From an optimization exercise on the open Yosys and OpenROAD flow, aimed at small area; shortcuts taken in it are not production practice.
The RTL of this run was laid out without a check of its function.
No activity file was given, so power comes from the tool's default toggle rates.

===== design/flow/config.mk =====
export PLATFORM = sky130hd
export DESIGN_NAME = AXI_Sram
export DESIGN_NICKNAME = AXI_Sram
export VERILOG_FILES = /design/flow/design.v
export SDC_FILE = /design/flow/constraint.sdc
export NUM_CORES = 4
export LEC_CHECK = 0
export CAP_MARGIN = 20
export CORE_MARGIN = 2
export CORE_UTILIZATION = 40
export PLACE_DENSITY = 0.6
export SLEW_MARGIN = 20

===== design/flow/constraint.sdc =====
create_clock -name core_clock -period 14.0 [get_ports {ACLK}]
set_input_delay 2.8000 -clock core_clock [delete_from_list [all_inputs] [get_ports {ACLK}]]
set_output_delay 2.8000 -clock core_clock [all_outputs]
set_load 0.01 [all_outputs]

===== design/flow/design.v =====
`timescale 1ns/1ns
module mbist_8kx8 
#(parameter WE_WIDTH = 1,
  parameter ADDR_WIDTH = 13,
  parameter DATA_WIDTH = 8
 )
 (
  input                      b_clk,     
  input                      b_rst_n,   
  input                      b_te,      
  input [(ADDR_WIDTH-1):0]   addr_fun,
  input [(WE_WIDTH-1):0]     wen_fun,
	input                      cen_fun,
	input                      oen_fun,
	input [(DATA_WIDTH-1):0]   data_fun,
	input [(DATA_WIDTH-1):0]   ram_read_out,
	output [(ADDR_WIDTH-1):0]  addr_test,  
	output [(WE_WIDTH-1):0]    wen_test,   
	output                     cen_test,   
	output                     oen_test,   
  output [(DATA_WIDTH-1):0]  data_test,  
	output				             b_done,     
	output reg                 b_fail      
  );
  reg [(ADDR_WIDTH-1):0] test_addr;
  reg r_end;
  reg r_end_en;
  reg test_addr_rst;
  reg [(WE_WIDTH-1):0] wen_test_inner;
  reg rf_start;
  reg check_en;
  reg pattern_sel;
  wire [(DATA_WIDTH-1):0] test_pattern;
  reg [4:0] cstate, nstate;
  reg up1_down0; 
  reg count_en;  
  assign b_done = r_end;
  assign test_pattern = (pattern_sel == 1'b0) ? {DATA_WIDTH{1'b0}} : {DATA_WIDTH{1'b1}};
  assign data_test = (b_te == 1'b1) ? test_pattern   : data_fun;
  assign addr_test = (b_te == 1'b1) ? test_addr      : addr_fun;
  assign wen_test  = (b_te == 1'b1) ? wen_test_inner : wen_fun;
  assign cen_test  = (b_te == 1'b1) ? 1'b0           : cen_fun;
  assign oen_test  = (b_te == 1'b1) ? 1'b0           : oen_fun;
  always @(posedge b_clk , negedge b_rst_n) begin
    if (b_rst_n == 1'b0) 
       r_end<=1'b0;
    else if (b_te == 1'b1)
      if (r_end_en == 1'b1) 
       r_end<= 1'b1;
       else
         r_end <= 1'b0;
  end
  always @(posedge b_clk , negedge b_rst_n) begin
    if (b_rst_n == 1'b0) 
       test_addr <= {ADDR_WIDTH{1'b0}};
    else if (b_te == 1'b1) 
  	  if (test_addr_rst == 1'b1) 
           if (up1_down0 == 1'b1)
          	  test_addr<=  {ADDR_WIDTH{1'b0}};
           else
              test_addr<=  {ADDR_WIDTH{1'b1}};
     	else
           if (count_en == 1'b1)
               if (up1_down0 == 1'b1)
          	      test_addr<=  test_addr + 1'b1;
               else
                  test_addr<=  test_addr - 1'b1;
  end
  always @(posedge b_clk , negedge b_rst_n)
    if (b_rst_n == 1'b0) 
       b_fail<=1'b1;
    else begin
      if ((b_te == 1'b1) && (rf_start == 1'b1))
          b_fail<=  1'b0;
      if ((b_te == 1'b1) && (check_en == 1'b1) && !(test_pattern == ram_read_out))
          b_fail<=  1'b1;
     end
  always @(posedge b_clk , negedge b_rst_n) begin
    if (b_rst_n == 1'b0) 
          cstate<=5'b00000;
    else if (b_te == 1'b1)
          cstate<= nstate;
  end
  always @(cstate or b_te or r_end or test_addr) begin
    up1_down0     = 1'b1;
    count_en      = 1'b0;
    r_end_en      = 1'b0;
    pattern_sel   = 1'b0;
    test_addr_rst = 1'b0;
    rf_start      = 1'b0;
    check_en      = 1'b0;
    wen_test_inner = {WE_WIDTH{1'b1}};
    nstate        = cstate;
    case (cstate)
      5'b00000 :
          begin
             test_addr_rst = 1'b1;
             if (b_te == 1'b1 && r_end == 1'b0) begin
                   nstate   = 5'b00001;
                   rf_start = 1'b1;
             end
          end
      5'b00001 :    
          begin
    	    count_en       = 1'b1;
    	    wen_test_inner = {WE_WIDTH{1'b0}};
    	    pattern_sel    = 1'b0;
             if (test_addr == {ADDR_WIDTH{1'b1}} ) begin
                  nstate        = 5'b00010;
                  test_addr_rst = 1'b1;
    	            up1_down0     = 1'b0;
             end
          end
      5'b00010 :
          begin
    	      pattern_sel   = 1'b0;
    	      up1_down0     = 1'b0;
            test_addr_rst = 1'b1; 
            nstate        = 5'b00011;
          end
      5'b00011 :
          begin
            nstate = 5'b00100;
          end
      5'b00100 :   
          begin
             pattern_sel = 1'b0;
    	       check_en    = 1'b1;
             nstate      = 5'b00101;
          end
      5'b00101 :   
          begin
    	      up1_down0      = 1'b0;
    	      count_en       = 1'b1;
    	      wen_test_inner = {WE_WIDTH{1'b0}};
    	      pattern_sel    = 1'b1;
             if (test_addr == {ADDR_WIDTH{1'b0}}) begin
                  nstate        = 5'b00110;
                  test_addr_rst = 1'b1;
    	          up1_down0     = 1'b1;
             end
             else
                nstate        = 5'b00011;
          end
      5'b00110 :
          begin
             pattern_sel   = 1'b1;
             test_addr_rst = 1'b1;
             nstate        = 5'b00111;
          end
      5'b00111 :
          begin
             nstate = 5'b01000;
          end
      5'b01000 :   
          begin
            pattern_sel = 1'b1;
            check_en    = 1'b1;
            nstate      = 5'b01001;
          end
      5'b01001 :
          begin
             wen_test_inner = {WE_WIDTH{1'b0}};
             pattern_sel    = 1'b0;
             nstate         = 5'b01010;
          end
      5'b01010 :
          begin
            nstate = 5'b01011;
          end
      5'b01011 :
          begin
            pattern_sel = 1'b0;
            check_en    = 1'b1;
            nstate      = 5'b01100;
          end
      5'b01100 :
          begin
             wen_test_inner = {WE_WIDTH{1'b0}};
             pattern_sel    = 1'b1;
             count_en       = 1'b1;
             if (test_addr == {ADDR_WIDTH{1'b1}}) begin
                  nstate        = 5'b01101;
                  test_addr_rst = 1'b1;
             end
             else
                nstate        = 5'b00111;
          end
      5'b01101 :    
          begin
            pattern_sel   = 1'b1;
            test_addr_rst = 1'b1;
            nstate        = 5'b01110;
          end
      5'b01110 :
          begin
            nstate = 5'b01111;
          end
      5'b01111 :
          begin
            pattern_sel = 1'b1;
            check_en    = 1'b1;
            nstate      = 5'b10000;
          end
      5'b10000 :
          begin
            wen_test_inner = {WE_WIDTH{1'b0}};
            pattern_sel    = 1'b0;
            count_en       = 1'b1;
             if (test_addr == {ADDR_WIDTH{1'b1}}) begin
                   nstate        = 5'b10001;
                   test_addr_rst = 1'b1;
             end
             else         
                nstate        = 5'b01110;
          end
      5'b10001 :   
          begin
             pattern_sel   = 1'b1;
             test_addr_rst = 1'b1;
             nstate        = 5'b10010;
          end
      5'b10010 :
          begin
             nstate = 5'b10011;
          end
      5'b10011 :
          begin
             pattern_sel=1'b0;
             check_en=1'b1;
             nstate = 5'b10100;
          end
      5'b10100 :
          begin
             wen_test_inner = {WE_WIDTH{1'b0}};
             pattern_sel   = 1'b1;
             nstate = 5'b10101;
          end
      5'b10101 :
          begin
             nstate = 5'b10110;
          end
      5'b10110 :
          begin
             pattern_sel=1'b1;
             check_en=1'b1;
             nstate = 5'b10111;
          end
      5'b10111 :
          begin
             wen_test_inner = {WE_WIDTH{1'b0}};
             pattern_sel    = 1'b0;
             count_en       = 1'b1;
             if (test_addr == {ADDR_WIDTH{1'b1}}) begin
                   nstate        = 5'b11000;
                   test_addr_rst = 1'b1;
             end
             else
                nstate        = 5'b10010;
          end
      5'b11000 :
          begin
             pattern_sel   = 1'b0;
             test_addr_rst = 1'b1;
             nstate        = 5'b11001;
          end
      5'b11001 :
          begin
             nstate        = 5'b11010;
          end
      5'b11010 :
          begin
             pattern_sel = 1'b0;
             check_en    = 1'b1;
             count_en    = 1'b1;
             if (test_addr == {ADDR_WIDTH{1'b1}}) begin
                   nstate        = 5'b00000;
                   test_addr_rst = 1'b1;
                   r_end_en      = 1'b1;
             end
             else
                nstate = 5'b11001;
          end
      default :
          begin
             nstate        = 5'b00000;
             test_addr_rst = 1'b1;
          end 
    endcase
  end
endmodule
`timescale 1ns/1ns
module sram_model #(
  parameter ADDR_WIDTH = 5,
  parameter WORDS      = 32
)(
  output reg [7:0]            Q,
  input                       CLK,
  input                       CEN,
  input                       WEN,
  input  [ADDR_WIDTH-1:0]     A,
  input  [7:0]                D,
  input                       OEN
);
  reg [7:0] mem [0:WORDS-1];
  always @(negedge CLK) begin
    if (!CEN) begin
      if (!WEN) begin
        mem[A] <= D;
        Q      <= D;
      end
      else
        Q      <= mem[A];
    end
  end
endmodule
`timescale 1ns/1ns
module sram_bist #(
  parameter MEM_AW    = 4,
  parameter MEM_WORDS = 16
)(
  input         hclk,
  input         sram_clk,
  input         sram_rst_n,
  input         sram_csn_in,    
  input         sram_wen_in,    
  input[12:0]   sram_addr_in, 
  input[7:0 ]   sram_wdata_in,
  input         bist_en,        
	input         dft_en,         
  output[7:0 ]  sram_data_out, 
  output        bist_done,      
  output        bist_fail       
  );
  wire sram_csn;
  wire sram_wen;
  wire sram_oen;
  wire [MEM_AW-1:0] sram_a;
  wire [7:0]  sram_d;
  wire [7:0]  data_out;
  wire [7:0] dft_data;
  reg [7:0]  dft_data_r;
  wire [MEM_AW-1:0] sram_addr;
  wire [7:0]  sram_wdata;
  wire bist_clk;
  genvar K;
  assign sram_addr = sram_csn_in ? 0 : sram_addr_in[MEM_AW-1:0];
  assign sram_wdata = sram_csn_in ? 0 : sram_wdata_in;
  wire [12:0] sram_a13 = {{(13-MEM_AW){1'b0}}, sram_a};
  assign dft_data = (sram_d ^ sram_a13[7:0]) ^ {sram_csn, sram_wen, sram_oen, sram_a13[12:8]}; 
  always @(posedge hclk or negedge sram_rst_n) begin
    if(!sram_rst_n)
      dft_data_r <= 0;
    else if(dft_en)
      dft_data_r <= dft_data;
  end
  assign sram_data_out = dft_en ? dft_data_r : data_out;
  assign bist_clk = hclk;
  sram_model #(.ADDR_WIDTH(MEM_AW), .WORDS(MEM_WORDS)) u_RA1SH(
        .Q      (data_out),
        .CLK    (sram_clk),
        .CEN    (sram_csn),
        .WEN    (sram_wen),
        .A      (sram_a),
        .D      (sram_d),
        .OEN    (sram_oen)
       );
  mbist_8kx8 #(.ADDR_WIDTH(MEM_AW)) u_mbist_8kx8(
        .b_clk   (bist_clk),
        .b_rst_n (sram_rst_n),
        .b_te    (bist_en),
         .addr_fun     (sram_addr),
         .wen_fun      (sram_wen_in),
         .cen_fun      (sram_csn_in),
         .oen_fun      (1'b0),
         .data_fun     (sram_wdata),
         .ram_read_out (sram_data_out),
         .data_test    (sram_d),
         .addr_test    (sram_a),
         .wen_test     (sram_wen),
         .cen_test     (sram_csn),
         .oen_test     (sram_oen),
         .b_done       (bist_done),
         .b_fail       (bist_fail)
       );
endmodule
`timescale 1ns/1ns
module sram_core(
  input			    hclk,
  input			    sram_clk,
  input			    hresetn,
  input			    sram_wen,         
  input	[12:0]	sram_addr,
  input	[31:0]	sram_wdata_in,    
  input	[3:0]	  bank0_csn,        
  input	[3:0]	  bank1_csn,
  input			    bist_en,          
  input	    	  dft_en,           
  output [7:0]	sram_q0,
  output [7:0]	sram_q1,
  output [7:0]	sram_q2,
  output [7:0]	sram_q3,
  output [7:0]	sram_q4,
  output [7:0]	sram_q5,
  output [7:0]	sram_q6,
  output [7:0]	sram_q7,
  output			  bist_done,   
  output [7:0]  bist_fail    
  );
  wire bist_done0;
  wire bist_fail0;
  wire bist_done1;
  wire bist_fail1;
  wire bist_done2;
  wire bist_fail2;
  wire bist_done3;
  wire bist_fail3;
  wire bist_done4;
  wire bist_fail4;
  wire bist_done5;
  wire bist_fail5;
  wire bist_done6;
  wire bist_fail6;
  wire bist_done7;
  wire bist_fail7;
  wire bank0_bistdone;
  wire bank1_bistdone;
  wire [3:0] bank0_bistfail;
  wire [3:0] bank1_bistfail;
  assign bank0_bistdone = (bist_done3 && bist_done2) && (bist_done1 && bist_done0);
  assign bank0_bistfail = {bist_fail3,bist_fail2,bist_fail1,bist_fail0};
  assign bank1_bistdone = (bist_done7 && bist_done6) && (bist_done5 && bist_done4);
  assign bank1_bistfail = {bist_fail7,bist_fail6,bist_fail5,bist_fail4};
  assign bist_done = bank0_bistdone && bank1_bistdone;
  assign bist_fail = {bank1_bistfail,bank0_bistfail} ;
  sram_bist u_sram_bist0(
                        .hclk             (hclk),
                        .sram_clk         (sram_clk),
                        .sram_rst_n       (hresetn),
                        .sram_csn_in      (bank0_csn[0]),
                        .sram_wen_in      (sram_wen),
                        .sram_addr_in     (sram_addr),
                        .sram_wdata_in    (sram_wdata_in[7:0]),
                        .bist_en          (bist_en),
		                    .dft_en           (dft_en),
                        .sram_data_out    (sram_q0),
                        .bist_done        (bist_done0),
                        .bist_fail        (bist_fail0)  
                       );
  sram_bist u_sram_bist1(
                        .hclk             (hclk),
                        .sram_clk         (sram_clk),
                        .sram_rst_n       (hresetn),
                        .sram_csn_in      (bank0_csn[1]),
                        .sram_wen_in      (sram_wen),
                        .sram_addr_in     (sram_addr),
                        .sram_wdata_in    (sram_wdata_in[15:8]),
                        .bist_en          (bist_en),
		                    .dft_en           (dft_en),
                        .sram_data_out    (sram_q1),
                        .bist_done        (bist_done1),
                        .bist_fail        (bist_fail1)  
                       );
  sram_bist u_sram_bist2(
                        .hclk             (hclk),
                        .sram_clk         (sram_clk),
                        .sram_rst_n       (hresetn),
                        .sram_csn_in      (bank0_csn[2]),
                        .sram_wen_in      (sram_wen),
                        .sram_addr_in     (sram_addr),
                        .sram_wdata_in    (sram_wdata_in[23:16]),
                        .bist_en          (bist_en),
		                    .dft_en           (dft_en),
                        .sram_data_out    (sram_q2),
                        .bist_done        (bist_done2),
                        .bist_fail        (bist_fail2)  
                       );
  sram_bist u_sram_bist3(
                        .hclk             (hclk),
                        .sram_clk         (sram_clk),
                        .sram_rst_n       (hresetn),
                        .sram_csn_in      (bank0_csn[3]),
                        .sram_wen_in      (sram_wen),
                        .sram_addr_in     (sram_addr),
                        .sram_wdata_in    (sram_wdata_in[31:24]),
                        .bist_en          (bist_en),
		                    .dft_en           (dft_en),
                        .sram_data_out    (sram_q3),
                        .bist_done        (bist_done3),
                        .bist_fail        (bist_fail3)  
                       );
  sram_bist u_sram_bist4(
                        .hclk             (hclk),
                        .sram_clk         (sram_clk),
                        .sram_rst_n       (hresetn),
                        .sram_csn_in      (bank1_csn[0]),
                        .sram_wen_in      (sram_wen),
                        .sram_addr_in     (sram_addr),
                        .sram_wdata_in    (sram_wdata_in[7:0]),
                        .bist_en          (bist_en),
		                    .dft_en           (dft_en),
                        .sram_data_out    (sram_q4),
                        .bist_done        (bist_done4),
                        .bist_fail        (bist_fail4)  
                       );
  sram_bist u_sram_bist5(
                        .hclk             (hclk),
                        .sram_clk         (sram_clk),
                        .sram_rst_n       (hresetn),
                        .sram_csn_in      (bank1_csn[1]),
                        .sram_wen_in      (sram_wen),
                        .sram_addr_in     (sram_addr),
                        .sram_wdata_in    (sram_wdata_in[15:8]),
                        .bist_en          (bist_en),
		                    .dft_en           (dft_en),
                        .sram_data_out    (sram_q5),
                        .bist_done        (bist_done5),
                        .bist_fail        (bist_fail5)  
                       );
  sram_bist u_sram_bist6(
                        .hclk             (hclk),
                        .sram_clk         (sram_clk),
                        .sram_rst_n       (hresetn),
                        .sram_csn_in      (bank1_csn[2]),
                        .sram_wen_in      (sram_wen),
                        .sram_addr_in     (sram_addr),
                        .sram_wdata_in    (sram_wdata_in[23:16]),
                        .bist_en          (bist_en),
		                    .dft_en           (dft_en),
                        .sram_data_out    (sram_q6),
                        .bist_done        (bist_done6),
                        .bist_fail        (bist_fail6)  
                       );
  sram_bist u_sram_bist7(
                        .hclk             (hclk),
                        .sram_clk         (sram_clk),
                        .sram_rst_n       (hresetn),
                        .sram_csn_in      (bank1_csn[3]),
                        .sram_wen_in      (sram_wen),
                        .sram_addr_in     (sram_addr),
                        .sram_wdata_in    (sram_wdata_in[31:24]),
                        .bist_en          (bist_en),
		                    .dft_en           (dft_en),
                        .sram_data_out    (sram_q7),
                        .bist_done        (bist_done7),
                        .bist_fail        (bist_fail7)  
                       );
endmodule
`timescale 1ns/1ns
module axi_w_channel#(
    parameter   DATA_WIDTH  = 64,             	
                ADDR_WIDTH  = 32,               
                ID_WIDTH    = 1,               	 
                USER_WIDTH  = 1,             	 
                STRB_WIDTH  = (DATA_WIDTH/8)	 
)(
	input                       ACLK,
	input      	                ARESETn,
	input	   [ADDR_WIDTH-1:0] AWADDR,
	input	   [7:0]            AWLEN,
	input	   [2:0]            AWSIZE,
	input	   [1:0]	        AWBURST,
	input	 	                AWVALID,
	output reg	                AWREADY,
	input	   [DATA_WIDTH-1:0] WDATA,
	input	   [STRB_WIDTH-1:0] WSTRB,
	input		                WLAST,
	input	  	                WVALID,
	output reg	                WREADY,
	output reg [1:0]            BRESP,
	output reg	                BVALID,
	input	  	                BREADY,
	output reg					wen,
	output reg [2:0]			awsize,
	output reg [15:0]			awaddr,
	output reg [31:0]			wdata
);  
    parameter   TCO     =   1;  	
	logic	[15:0]	awaddr_start;	
	logic	[15:0]	awaddr_stop;	
	logic	[15:0]	awaddr_cnt;		
	logic	[8:0]	awaddr_step;	
	logic			awaddr_cnt_flag;
	logic   [7:0]	awlen;			 
	always_ff@(posedge ACLK, negedge ARESETn)begin
		if(!ARESETn)
			AWREADY	<= '0;
		else if(AWVALID&&!AWREADY)
			AWREADY	<= '1;
		else
			AWREADY	<= '0;
	end
	always_ff@(posedge ACLK, negedge ARESETn)begin
		if(!ARESETn)
			WREADY	<= '0;
		else if(AWREADY)
			WREADY	<= '1;
		else if(WVALID&&WLAST)
			WREADY	<= '0;	
		else
			WREADY	<= WREADY;
	end
	always_ff@(posedge ACLK, negedge ARESETn)begin
		if(!ARESETn)
			BVALID	<= '0;
		else if(~BVALID&&WLAST)
			BVALID	<= '1;
		else
			BVALID	<= '0;
	end
	always_ff@(posedge ACLK, negedge ARESETn)begin
		if(!ARESETn)begin
			awaddr_start	<= '0;
			awlen			<= '0;
			awsize			<= '0;
		end
		else if(AWVALID)begin
			awaddr_start	<= AWADDR[15:0];	
			awlen			<= AWLEN;			
			awsize			<= AWSIZE;			
		end
		else begin
			awaddr_start	<= awaddr_start;
			awlen			<= awlen;
			awsize			<= awsize;
		end
	end
	always_comb begin
		case(awsize)
			3'h0:	awaddr_step = 16'h1;
			3'h1:	awaddr_step = 16'h2;
			3'h2:	awaddr_step = 16'h4;
			default:awaddr_step = 16'h1;
		endcase
	end
	always_comb begin
		case(awsize)
			3'h0:	awaddr_stop = {8'h0,awlen};
			3'h1:	awaddr_stop = {7'h0,awlen,1'b0};
			3'h2:	awaddr_stop = {6'h0,awlen,2'b0};
			default:awaddr_stop = {8'h0,awlen};
		endcase
	end
	always_ff@(posedge ACLK, negedge ARESETn)begin
		if(!ARESETn)
			awaddr_cnt_flag	<= '0;
		else if(AWVALID)
			awaddr_cnt_flag <= '1;
		else if(awlen=='0)
			awaddr_cnt_flag <= '0;
		else if(awaddr_cnt==awaddr_stop)
			awaddr_cnt_flag <= '0;
	end
	always_ff@(posedge ACLK, negedge ARESETn)begin
		if(!ARESETn)
			awaddr_cnt	<= '0;
		else if(awaddr_cnt_flag)
			awaddr_cnt	<= awaddr_cnt + awaddr_step;
		else
			awaddr_cnt	<= '0;
	end
	always_ff@(posedge ACLK, negedge ARESETn)begin
		if(!ARESETn)
			wen	<= '0;
		else if(WLAST)
			wen	<= '0;
		else if(AWREADY)
			wen	<= '1;
		else
			wen	<= wen;
	end
	always_comb begin
		case(awsize)
			3'b000:	wdata = {24'b0,WDATA[7:0]};	 
			3'b001:	wdata = {16'b0,WDATA[15:0]}; 
			3'b010:	wdata = WDATA[31:0];		 
			default:wdata = WDATA[31:0];
		endcase
	end
	always_ff@(posedge ACLK, negedge ARESETn)begin
		if(!ARESETn)
			awaddr	<= '0;
		else
			awaddr 	<= awaddr_start + awaddr_cnt;
	end
	always_comb begin
		BRESP = '0;
	end
endmodule                                     
`timescale 1ns/1ns
module axi_r_channel#(
    parameter   DATA_WIDTH  = 64,             
                ADDR_WIDTH  = 32,               
                ID_WIDTH    = 1,                
                USER_WIDTH  = 1,              
                STRB_WIDTH  = (DATA_WIDTH/8)     
)(
	input                       ACLK,
	input      	                ARESETn,
	input	   [ADDR_WIDTH-1:0] ARADDR,
	input	   [7:0]            ARLEN,
	input	   [2:0]	        ARSIZE,
	input	   [1:0]	        ARBURST,
	input	  	                ARVALID,
	output reg	                ARREADY,
	output reg [DATA_WIDTH-1:0]	RDATA,
	output reg [1:0]	        RRESP,
	output reg	                RLAST,
	output reg                  RVALID,
	input	 	                RREADY,
    input      [31:0]	        sram_rdata,
	output reg					ren,
	output reg [2:0]			arsize,
	output reg [15:0]			araddr
);  
    parameter   TCO     =   1;  
	logic	[15:0]	araddr_start;	
	logic	[15:0]	araddr_stop;	
	logic	[15:0]	araddr_cnt;		
	logic	[8:0]	araddr_step;	
	logic			araddr_cnt_flag;
	logic   [7:0]	arlen;			 
	always_ff@(posedge ACLK, negedge ARESETn)begin
		if(!ARESETn)
			ARREADY	<= '0;
		else if(ARVALID&&!ARREADY)
			ARREADY <= '1;
		else
			ARREADY	<= '0;
	end
	always_ff@(posedge ACLK, negedge ARESETn)begin
		if(!ARESETn)
			RVALID	<= '0;
		else if(ARREADY)
			RVALID	<= '1;
		else if(RLAST)
			RVALID	<= '0;
		else
			RVALID	<= '0;
	end
	always_ff@(posedge ACLK, negedge ARESETn)begin
		if(!ARESETn)begin
			araddr_start	<= '0;
			arlen			<= '0;
			arsize			<= '0;
		end
		else if(ARVALID)begin
			araddr_start	<= ARADDR[15:0];	
			arlen			<= ARLEN;			
			arsize			<= ARSIZE;			
		end
		else begin
			araddr_start	<= araddr_start;
			arlen			<= arlen;
			arsize			<= arsize;
		end
	end
	always_ff@(posedge ACLK, negedge ARESETn)begin
		if(!ARESETn)
			RLAST	<= '0;
		else if(RREADY)
			if(araddr_cnt==araddr_stop)
				RLAST	<= '1;
			else
				RLAST	<= '0;
		else
			RLAST	<= '0;
	end
	always_comb begin
		case(arsize)
			3'h0:	araddr_step = 16'h1;
			3'h1:	araddr_step = 16'h2;
			3'h2:	araddr_step = 16'h4;
			default:araddr_step = 16'h1;
		endcase
	end
	always_comb begin
		case(arsize)
			3'h0:	araddr_stop = {8'h0,arlen};
			3'h1:	araddr_stop = {7'h0,arlen,1'b0};
			3'h2:	araddr_stop = {6'h0,arlen,2'b0};
			default:araddr_stop = {8'h0,arlen};
		endcase
	end
	always_ff@(posedge ACLK, negedge ARESETn)begin
		if(!ARESETn)
			araddr_cnt_flag	<= '0;
		else if(ARVALID)
			araddr_cnt_flag	<= '1;
		else if(arlen=='0)
			araddr_cnt_flag	<= '0;
		else if(araddr_cnt==araddr_stop)
			araddr_cnt_flag	<= '0;
	end
	always_ff@(posedge ACLK, negedge ARESETn)begin
		if(!ARESETn)
			araddr_cnt	<= '0;
		else if(araddr_cnt_flag)
			araddr_cnt	<= araddr_cnt + araddr_step;
		else
			araddr_cnt	<= '0;
	end
	always_ff@(posedge ACLK, negedge ARESETn)begin
		if(!ARESETn)
			ren	<= '0;
		else if(RREADY&&(araddr_cnt==arlen))
			ren	<= '0;
		else if(ARVALID)
			ren	<= '1;
		else
			ren	<= ren;
	end
	always_comb begin
		araddr = araddr_start + araddr_cnt;
	end
	always_ff@(posedge ACLK, negedge ARESETn)begin
		if(!ARESETn)
			RDATA	<= '0;
		else if(RREADY)
			RDATA	<= sram_rdata;
		else
			RDATA	<= RDATA;
	end
	always_comb begin
		RRESP = '0;
	end
endmodule                                     
`timescale 1ns/1ns
module axi_slave_if#(
    parameter   DATA_WIDTH  = 64,             
                ADDR_WIDTH  = 32,               
                ID_WIDTH    = 1,                
                USER_WIDTH  = 1,              
                STRB_WIDTH  = (DATA_WIDTH/8)     
)(
	input                       ACLK,
	input      	                ARESETn,
	input	   [ADDR_WIDTH-1:0] AWADDR,
	input	   [7:0]            AWLEN,
	input	   [2:0]            AWSIZE,
	input	   [1:0]	        AWBURST,
	input	 	                AWVALID,
	output    	                AWREADY,
	input	   [DATA_WIDTH-1:0] WDATA,
	input	   [STRB_WIDTH-1:0] WSTRB,
	input		                WLAST,
	input	  	                WVALID,
	output    	                WREADY,
	output     [1:0]            BRESP,
	output    	                BVALID,
	input	  	                BREADY,
	input	   [ADDR_WIDTH-1:0] ARADDR,
	input	   [7:0]            ARLEN,
	input	   [2:0]	        ARSIZE,
	input	   [1:0]	        ARBURST,
	input	  	                ARVALID,
	output    	                ARREADY,
	output     [DATA_WIDTH-1:0]	RDATA,
	output     [1:0]	        RRESP,
	output    	                RLAST,
	output                      RVALID,
	input	 	                RREADY,
    input      [7:0]	        sram_q0,  
    input      [7:0]	        sram_q1,
    input      [7:0]	        sram_q2,
    input      [7:0]	        sram_q3,
    input      [7:0]	        sram_q4,
    input      [7:0]	        sram_q5,
    input      [7:0]	        sram_q6,
    input      [7:0]	        sram_q7,
    output    	   	            sram_wen,       
    output     [12:0]	        sram_addr_out,
    output     [31:0]           sram_wdata,      
	output     [31:0]           sram_rdata,
    output     [3:0]	        bank0_csn,      
    output     [3:0]	        bank1_csn
);  
    parameter   TCO     =   1;  
	logic					wen;
	logic [2:0]  			awsize;
	logic [15:0]			awaddr;
	logic [31:0]			wdata;
	logic					ren;
	logic [2:0] 			arsize;
	logic [15:0]			araddr;
	logic [15:0]			sram_addr;	
	logic [2:0]				sram_size;	
	logic 					bank_sel;	 
	logic [3:0]				sram_csn;	 
    axi_w_channel#(
		.DATA_WIDTH(DATA_WIDTH),
		.ADDR_WIDTH(ADDR_WIDTH),
		.ID_WIDTH(ID_WIDTH),
		.USER_WIDTH(USER_WIDTH),
		.STRB_WIDTH(DATA_WIDTH/8)
	)u_axi_w_channel(.*);
	axi_r_channel#(
		.DATA_WIDTH(DATA_WIDTH),
		.ADDR_WIDTH(ADDR_WIDTH),
		.ID_WIDTH(ID_WIDTH),
		.USER_WIDTH(USER_WIDTH),
		.STRB_WIDTH(DATA_WIDTH/8)
	)u_axi_r_channel(.*);
	assign 	sram_wen 	= wen? 0 : 1;				 
	assign  bank_sel = sram_addr[15]? 1'b0 : 1'b1;	
	assign	sram_addr 	= sram_wen ? araddr: awaddr;
	assign 	sram_size	= sram_wen ? arsize: awsize;
	always_comb begin
		if(sram_size == 3'b000)begin		 
			case(sram_addr[1:0])
				2'b00: 	sram_csn = 4'b1110;
        		2'b01: 	sram_csn = 4'b1101;
        		2'b10: 	sram_csn = 4'b1011;
        		2'b11: 	sram_csn = 4'b0111;
				default:sram_csn = 4'b1111;
			endcase
		end
		else if(sram_size == 3'b001)begin	 
			case(sram_addr[1])
				1'b0:	sram_csn = 4'b1100;
				1'b1:	sram_csn = 4'b0011;
				default:sram_csn = 4'b1111;
			endcase
		end
		else if(sram_size == 3'b010) 		 
			sram_csn = '0;
		else
			sram_csn = '1;
	end
	assign	bank0_csn	= (sram_addr[15] == 1'b0) ? sram_csn : 4'b1111;
	assign	bank1_csn	= (sram_addr[15] == 1'b1) ? sram_csn : 4'b1111;
	assign 	sram_addr_out = sram_addr[14:2];
	assign 	sram_wdata 	= wdata;
	assign  sram_rdata 	= (bank_sel) ?  
                          {sram_q3, sram_q2, sram_q1, sram_q0} :
                          {sram_q7, sram_q6, sram_q5, sram_q4} ;
endmodule
`timescale 1ns/1ns
module AXI_Sram#(
    parameter   DATA_WIDTH  = 64,             
                ADDR_WIDTH  = 32,               
                ID_WIDTH    = 1,                
                USER_WIDTH  = 1,              
                STRB_WIDTH  = (DATA_WIDTH/8)     
)(
	input                       ACLK,
	input      	                ARESETn,
	input	   [ADDR_WIDTH-1:0] AWADDR,
	input	   [7:0]            AWLEN,
	input	   [2:0]            AWSIZE,
	input	   [1:0]	        AWBURST,
	input	 	                AWVALID,
	output    	                AWREADY,
	input	   [DATA_WIDTH-1:0] WDATA,
	input	   [STRB_WIDTH-1:0] WSTRB,
	input		                WLAST,
	input	  	                WVALID,
	output    	                WREADY,
	output     [1:0]            BRESP,
	output    	                BVALID,
	input	  	                BREADY,
	input	   [ADDR_WIDTH-1:0] ARADDR,
	input	   [7:0]            ARLEN,
	input	   [2:0]	        ARSIZE,
	input	   [1:0]	        ARBURST,
	input	  	                ARVALID,
	output    	                ARREADY,
	output     [DATA_WIDTH-1:0]	RDATA,
	output     [1:0]	        RRESP,
	output    	                RLAST,
	output                      RVALID,
	input	 	                RREADY,
	input						bist_en,
	input						dft_en,
	output						bist_done,
	output		[7:0]			bist_fail
);  
	logic			sram_wen;
	logic	[12:0]	sram_addr_out;
	logic	[31:0]	sram_wdata;
	logic	[31:0]	sram_rdata;
    logic   [7:0]	sram_q0;
    logic   [7:0]	sram_q1;
    logic   [7:0]	sram_q2;
    logic   [7:0]	sram_q3;
    logic   [7:0]	sram_q4;
    logic   [7:0]	sram_q5;
    logic   [7:0]	sram_q6;
    logic   [7:0]	sram_q7;
	logic	[3:0]	bank0_csn;
	logic	[3:0]	bank1_csn;
    axi_slave_if#(
		.DATA_WIDTH(DATA_WIDTH),
		.ADDR_WIDTH(ADDR_WIDTH),
		.ID_WIDTH(ID_WIDTH),
		.USER_WIDTH(USER_WIDTH),
		.STRB_WIDTH(DATA_WIDTH/8)
	)u_axi_slave_if(.*);
	sram_core u_sram_core(
        .hclk(ACLK),
        .sram_clk(ACLK),
        .hresetn(ARESETn),
		.sram_addr    (sram_addr_out),
		.sram_wdata_in(sram_wdata),
		.sram_wen     (sram_wen),
		.bank0_csn   (bank0_csn),
		.bank1_csn   (bank1_csn),
		.bist_en     (bist_en),
		.dft_en      (dft_en),
        .sram_q0    (sram_q0),
        .sram_q1    (sram_q1),
        .sram_q2    (sram_q2),
        .sram_q3    (sram_q3),
        .sram_q4    (sram_q4),
        .sram_q5    (sram_q5),
        .sram_q6    (sram_q6),
        .sram_q7    (sram_q7),
        .bist_done  (bist_done),
        .bist_fail  (bist_fail)
        );
endmodule

===== design/flow/run.sh =====
#!/bin/bash
# synth_recipe.tcl (not shown) runs the flow's synth.tcl, then flattens the netlist and writes it again
# the make line also repeats each setting of config.mk as NAME=value (left out here)
make -C /OpenROAD-flow-scripts/flow DESIGN_CONFIG=/design/flow/config.mk WORK_HOME=/design/flow/orfs CLKGATE_MAP_FILE= SYNTH_SCRIPT=/design/flow/synth_recipe.tcl finish

==> flow_metrics.env <==
export IMPL_total_switching_power_mw=6.62
export IMPL_detailedPlacementHpwl_um=125000
export IMPL_status="no timing/DRC/antenna violations"
export IMPL_finish_instance_area_um2=79600
export IMPL_most_used_cell_along_the_critical_path="nor2_1"
export IMPL_timing_critical_path_required_ns=7.37
export IMPL_drtIter0Drc=4962
export IMPL_dominantRegCellSynth="edfxtp_1"
export IMPL_grt_start_max_net_pins=82
export IMPL_cts_repair_timing_setup_buffer_count=0
export IMPL_die_w_um=410
export IMPL_yosys_top_cells_area="edfxtp_1 (50%), dfrtp_1 (11%), nand2_1 (5.3%), a21oi_1 (3.7%), mux2i_1 (2.6%)"
export IMPL_io_pins=255
export IMPL_timing_hold_worst_class="flip-flop to flip-flop"
export IMPL_intPower_mw=10.1
export IMPL_floorplan_die_area_um2=168000
export IMPL_grt_antenna_before_repair=3
export IMPL_mappedNetlistArea_um2=65800
export IMPL_dr_drc_count=0
export IMPL_routed_via_density=5.57
export IMPL_synth_largest_area_cell="edfxtp_1"
export IMPL_place_inst=7988
export IMPL_cts_root_to_sink_buffers=3
export IMPL_final_setup_skew_ns=0.0860
export IMPL_grt_total_usage=0.225
export IMPL_async_flop_share=0.208
export IMPL_leakage_nw=32.9
export IMPL_first_global_vias=52000
export IMPL_rrSetupSlack_ns=1.30
export IMPL_insertion_delay_to_the_later_sink_of_the_worst_skew_pair_ns=0.83
export IMPL_antenna_cells_inserted=0
export IMPL_synth_seq_area_share=0.605
export IMPL_cts_hold_buffers=0
export IMPL_gp_congestion=0.893
export IMPL_floorplan_rows=148
export IMPL_post_layout_nonfiller_instances=9365
export IMPL_drv_max_cap_violation_count=0
export IMPL_detail_route_first_pass_iterations=6
export IMPL_crit_chain="ha_1 -> a21oi_1 -> o21ai_0 -> a211oi_1 -> nand4_1 -> a311oi_2 -> nor2_1 -> inv_1 -> nand2_1 -> nor2_1 -> nand2_1 -> nor2_1"
export IMPL_rsz0062_at_grt="no"
export IMPL_power_per_cell_area_nw_per_um2=210
export IMPL_ratio_of_cells_with_drive_above_1_in_the_final_layout=0.0962
export IMPL_synthDistinctLibCells=100
export IMPL_ys_seq_elements=1374
export IMPL_cts_reportedPaths_clkPinSlew_ns=0.06
export IMPL_worst_slew_pin_transition_ns=1.09
export IMPL_effective_utilization_at_floorplan=0.403
export IMPL_cts_tree="yes"
export IMPL_placedInstanceArea_um2=70000
export IMPL_route_antenna_remaining_nets=0
export IMPL_setup_violations_final=0
export IMPL_hold_path_startpoint="u_axi_slave_if.u_axi_r_channel.ARREADY"
export IMPL_tritoncts_num_sinks=1374
export IMPL_design_core_area_um2=163000
export IMPL_synth_top_area_frac=0.497
export IMPL_critPathMaxFanout=11
export IMPL_pre_cts_ws_ns=0.685
export IMPL_worstSetupEndpointType="flip-flop"
export IMPL_multi_input_area_um2=24100
export IMPL_critical_path_max_stage_delay_ns=0.81
export IMPL_most_frequent_cells_in_the_layout="inv_1 (1,196), edfxtp_1 (1,088), nand2_1 (934)"
export IMPL_postRouteWirelength_um=193000
export IMPL_worstSetupStartpointType="flip-flop"
export IMPL_final_seq_area_um2=39800
export IMPL_ys_warnings_count=6
export IMPL_via_count=52100
export IMPL_grt_ovfl_total=0
export IMPL_drt_wirelength_per_cell_um=20.6
export IMPL_die_h_um=410
export IMPL_netlist_instances=5842
export IMPL_portBuffers=141
export IMPL_timing_final_max_slew_violations=0
export IMPL_ctsHtreeMaxLevel=4
export IMPL_num_fill_cells=14800
export IMPL_synth_edff_count=1088
export IMPL_slew_limit_headroom=0.268
export IMPL_crit_type="flip-flop to flip-flop"
export IMPL_nets=7296
export IMPL_slowest_stage="a211oi_1"
export IMPL_layout_commonest_cell="inv_1"
export IMPL_beginning_of_the_critical_path="u_axi_slave_if.u_axi_r_channel.araddr_cnt[12]"
export IMPL_p_comb_frac=0.313
export IMPL_finalWorstSetupSlack_ns=1.30
export IMPL_swShare=0.397
export IMPL_worst_endpoint_arrival_ns=6.07
export IMPL_mean_instance_size_in_the_synthesized_netlist_um2=11.3
export IMPL_cts_made_buffers=158
export IMPL_totalNegativeSetupSlack_ns=0
export IMPL_number_of_gates_given_a_new_drive_strength_after_cts=0
export IMPL_flow_area_growth_from_synthesis_pct=21.0
export IMPL_grt_pass1_wl_um=294000
export IMPL_power_share_clock=0.332
export IMPL_ir_worst_vdd_mv=0.139
export IMPL_cts_root_buf="clkbuf_16"
export IMPL_critical_path_reg2reg_startpoint="u_axi_slave_if.u_axi_r_channel.araddr_cnt[12]"
export IMPL_timing_hold_violations_final=0
export IMPL_p_seq_frac=0.355
==> layer usage <==
| metal | routed length, µm | vias to the layer above | share of wire | GRT usage |
|---|---|---|---|---|
| met4 | 6130 | 0 | 0.032 | 0.0987 |
| met5 | 0 | - | 0 | 0 |
| met2 | 92300 | 1956 | 0.48 | 0.359 |
| met1 | 80800 | 25600 | 0.42 | 0.291 |
| li1 | - | 24300 | - | - |
| met3 | 13500 | 327 | 0.070 | 0.0541 |
==> logic make-up (layout without fill, tap and decap cells) <==
family | count (synthesis) | after routing | synth area share
AO/OA/AOI/OAI | 1458 | 1458 | 0.143
XOR/XNOR | 103 | 103 | 0.0137
adder cells (fa/ha/maj) | 64 | 64 | 0.0135
buffers and inverters | 507 | 1820 | 0.0329
flip-flops | 1374 | 1374 | 0.605
multiplexers | 328 | 328 | 0.0576
other | 1 | 36 | 0.0000570
AND/OR/NAND/NOR | 2007 | 2007 | 0.134
==> sequential cells by signal, indices dropped and copies added (netlist names), 16 cells and up <==
| signal | flops |
|---|---|
| u_axi_slave_if.u_axi_r_channel.araddr_start | 16 |
| u_axi_slave_if.u_axi_r_channel.araddr_cnt | 16 |
| u_sram_core.u_sram_bist2.u_RA1SH.mem | 128 |
| u_axi_slave_if.u_axi_w_channel.awaddr_start | 16 |
| u_sram_core.u_sram_bist7.u_RA1SH.mem | 128 |
| u_axi_slave_if.u_axi_w_channel.awaddr_cnt | 16 |
| u_sram_core.u_sram_bist5.u_RA1SH.mem | 128 |
| u_sram_core.u_sram_bist3.u_RA1SH.mem | 128 |
| u_axi_slave_if.u_axi_r_channel.RDATA | 32 |
| u_sram_core.u_sram_bist0.u_RA1SH.mem | 128 |
| u_sram_core.u_sram_bist4.u_RA1SH.mem | 128 |
| u_sram_core.u_sram_bist1.u_RA1SH.mem | 128 |
| u_sram_core.u_sram_bist6.u_RA1SH.mem | 128 |
==> per-stage QoR <==
stage / util / hold slack (ns) / power (mW)
final: 0.488 / 0.404 / 16.7
after global routing: 0.488 / 0.432 / 17.8
after CTS: 0.488 / 0.408 / 16.8
after detailed placement: 0.429 / 0.394 / 11.6
after global placement: 0.429 / 0.387 / 11.5
after floorplan: - / 0.435 / 9.74
==> power groups by stage <==
stage,combinational [mW],clock (mW),sequential (mW)
2_1_floorplan,3.74,0.460,5.54
3_3_place_gp,5.06,0.460,5.94
3_5_place_dp,5.15,0.460,5.95
4_1_cts,5.18,5.69,5.90
5_1_grt,5.71,6.08,5.99
6_report,5.22,5.55,5.93
==> Yosys cell counts (29+ instances only) <==
library cell,number
a21oi_1,487
a31oi_1,61
nor3_1,99
nand3_1,243
and3_1,35
buf_2,48
nor4_1,67
mux2i_1,173
buf_1,49
a32oi_1,42
clkbuf_1,243
mux2_2,127
and2_1,41
inv_1,99
nand4_1,50
a221oi_1,29
dfrtp_1,278
ha_1,52
a22oi_1,106
nand2_1,934
edfxtp_1,1088
o21ai_0,268
o22ai_1,94
buf_4,48
xnor2_1,75
nor2_1,430
a22o_1,65
a21o_1,29
==> critical path, delay by kind of cell (launching register included) <==
kind                       cells  cell delay [ns]
adders and majority gates      1             0.33
and+or+nand+nor                6             2.03
AOI/OAI and AO/OA              4             2.04
DFF                            1             0.44
buffers and inverters          1             0.39
==> cell type report <==
cell class / count / share of cell area
clock inverter: 1198 / 0.0673
timing repair buffer: 327 / 0.0359
clock buffer: 180 / 0.0539
tap: 2175 / 0.0342
multi-input combinational: 3996 / 0.303
inverter: 115 / 0.00542
sequential: 1374 / 0.500
==> worst paths after layout <==
path	to	cells after the start
setup / recovery	u_sram_core.u_sram_bist7.u_RA1SH.mem[10][7]	12
hold / removal	u_axi_slave_if.u_axi_r_channel.RVALID	0
setup reg to reg	u_sram_core.u_sram_bist7.u_RA1SH.mem[10][7]	12
hold reg to reg	u_axi_slave_if.u_axi_r_channel.RVALID	0
max in group asynchronous	u_axi_slave_if.u_axi_r_channel.RDATA[18]	3
min in group asynchronous	u_axi_slave_if.u_axi_r_channel.arlen[7]	1
